Background: an optimization exercise with open tools, aiming at small area, a short achievable clock period and few clock cycles. Do not read the settings as production practice.
The RTL was checked by simulation tests, not by an equivalence proof against the original design.
Power is estimated from default activity; no workload was simulated.

== zinc ==
Design ahb_lite_fir_filter, start of the top module:
module ahb_lite_fir_filter(
    input logic clk,
    input logic n_rst,
    input logic hsel,
    input logic [3:0] haddr,
    input logic hsize,
    input logic [1:0] htrans,
    input logic hwrite,
    input logic [15:0] hwdata,
    output logic [15:0] hrdata,
    output logic hresp
);
    logic        wr_q;           
    logic [3:0]  a_q;
    logic        sz_q;
    logic [13:4][7:0] regs;      
    logic [7:1]  reg14;          
    logic        busy, err;
    logic [15:0] fir_out;
    logic [16:0] r_q;
    logic [13:4] be;
    assign hresp = hsel & ((hwrite & ((haddr <= 4'd3) | (haddr == 4'd15)))
                         | (~hwrite & (haddr == 4'd15)));
    always_comb begin
        for (int i = 4; i <= 13; i++)
            be[i] = wr_q & (a_q[3:1] == i[3:1]) & (sz_q | (a_q[0] == i[0]));
    end
    wire be14 = wr_q & (a_q == 4'd14);
    wire start_sample = be[4] | be[5];
    wire start_load = be14 & hwdata[0];
    always_ff @(posedge clk, negedge n_rst) begin
        if (!n_rst) begin
            wr_q <= 1'b0;
            a_q <= '0;
            sz_q <= 1'b0;
            for (int i = 4; i <= 13; i++) regs[i] <= '0;
            reg14 <= '0;
        end else begin
            wr_q <= hsel & (htrans != 2'b00) & hwrite & ~hresp;
            a_q <= haddr;
            sz_q <= hsize;
            for (int i = 4; i <= 13; i++)
                if (be[i]) regs[i] <= i[0] ? hwdata[15:8] : hwdata[7:0];
            if (be14) reg14 <= hwdata[0] ? 7'd0 : hwdata[7:1];
        end
    end
    magnitude mag_u(.in(r_q), .out(fir_out));
    logic [7:0] rb [0:15];
    always_comb begin
  ...
Size in the first run: ~44 I/O pins.
export LEC_CHECK = 0
export CAP_MARGIN = 30
export CORE_MARGIN = 2
export CORE_UTILIZATION = 40
export CTS_CLUSTER_DIAMETER = 100
export CTS_CLUSTER_SIZE = 20
export SETUP_SLACK_MARGIN = 5
export SLEW_MARGIN = 30
export TNS_END_PERCENT = 100
create_clock -name core_clock -period 10.0 [get_ports {clk}]
run.sh (not shown) runs the stock make flow with config.mk's settings and CLKGATE_MAP_FILE= SYNTH_SCRIPT=/design/flow/synth_recipe.tcl, a recipe that flattens the netlist after the stock synthesis.
zinc | stages: all done | timing, DRC, antenna: all pass
Testbench counts of zinc, summed over its fixed seeds: cycles 2,696.
The following lists how amber was set up differently from zinc:
Settings: CTS_CLUSTER_SIZE now 25, was 20; CORE_UTILIZATION now 55, was 40.
==> flow/flow/run.sh (new file) <==
#!/bin/bash
set -euo pipefail
bash standard.sh \
    "BUFFER_PORTS_ARGS=-buffer_cell sky130_fd_sc_hd__buf_2" \
    MATCH_CELL_FOOTPRINT=0 \
    SETUP_SLACK_MARGIN=5.3 \
    finish > orfs_make.log 2>&1
==> flow/standard.sh (new file) <==
#!/bin/bash
# synth_recipe.tcl (not shown) runs the flow's synth.tcl, then flattens the netlist and writes it again
# the make line also repeats each setting of config.mk as NAME=value (left out here)
make -C /OpenROAD-flow-scripts/flow DESIGN_CONFIG=/design/flow/config.mk WORK_HOME=/design/flow/orfs CLKGATE_MAP_FILE= SYNTH_SCRIPT=/design/flow/synth_recipe.tcl "${@:-finish}"
removed: flow/run.sh
Notes after the runs:
On sequential share of layout area: amber sits above zinc.
[compare] base=zinc new=amber: reg2reg setup slack +0.13 ns, signed area change from the synthesized netlist to the final layout -0.49 points, shortest clock period the worst path allows after layout -0.16 ns.
zinc → amber: measured slew at the worst slew-check pin shrank by 0.021 ns, worst clock skew grew by 0.013 ns, worst setup slack after layout grew by 0.16 ns, standard-cell row count shrank by about 14%.
Detailed route, amber vs zinc: via total higher for amber
Compared with zinc, amber shows post-layout net count that has gone up slightly.
Between amber and zinc, the cell leakage power does not differ in any meaningful way.
What indigo does differently from amber at the input level:
==> flow/run.sh (new file) <==
#!/bin/bash
# synth_recipe.tcl (not shown) runs the flow's synth.tcl, then flattens the netlist and writes it again
# the make line also repeats each setting of config.mk as NAME=value (left out here)
make -C /OpenROAD-flow-scripts/flow DESIGN_CONFIG=/design/flow/config.mk WORK_HOME=/design/flow/orfs CLKGATE_MAP_FILE= SYNTH_SCRIPT=/design/flow/synth_recipe.tcl finish
removed: flow/flow/run.sh
removed: flow/standard.sh
indigo completed every stage of the flow, and the final layout passed the timing, design-rule and antenna checks.
Compared with amber, indigo shows a lower internal power component.
Summary — wire length, indigo relative to amber: lower, by 520 microns.
[compare] base=amber new=indigo: power consumed by the clock network went down, count of clock-buffer cells in the layout went up, final design area excluding fillers went down, slack of the critical path went up, relative area of non-clock buffer cells in the final design went up.
amber consumes more power than indigo.
> inputs changed (indigo -> nickel)
Settings: CTS_CLUSTER_SIZE changed from 25 to 30; CORE_UTILIZATION changed from 55 to 40.
Results
| placement row count | nickel vs indigo | 16% higher |. Compared with indigo, in nickel wire length shows a reduction of 220 microns; total power after layout shows an increase of 0.99%; worst-case vdd ir drop shows a reduction of 5.5%; power share of the sequential group shows a reduction of 0.2 points; global-route track usage on met2 shows a reduction of 14 points. Going from indigo to nickel, total instance count after detailed placement grows by 171. The run showing the greater initial standard-cell utilization of the core is indigo. nickel against indigo; power spent charging and discharging nets is up slightly.

==> separate check: timing with driven ports <==
In the flow no input, the clock included, has a driving cell. The finished layouts below were timed again as built, in two steps. Step 1, drivers: a clkbuf_16 drives clk and a buf_2 each remaining input, both assumed. Step 2 also shifts input and output timing later by t, the mid clock arrival at the registers, as if the neighbouring blocks saw the same clock. a / b / c = ideal / step 1 / step 2; a / b = the first two.
| run | shift t [ns] | setup WS [ns] | latest minus earliest clock arrival (ns) | worst slew at a driven data input, ns | pins driven straight from the clock port |
|---|---|---|---|---|---|
| zinc | 0.627 | 4.862 / 4.803 / 5.117 | 0.035 / 0.035 | 0.05 | 1 |
| amber | 0.605 | 5.023 / 4.963 / 5.330 | 0.049 / 0.048 | 0.05 | 1 |
| indigo | 0.596 | 5.032 / 4.974 / 5.123 | 0.040 / 0.040 | 0.05 | 1 |
| nickel | 0.604 | 4.890 / 4.831 / 5.130 | 0.038 / 0.038 | 0.05 | 1 |
After both steps setup and hold are still met in every run listed.
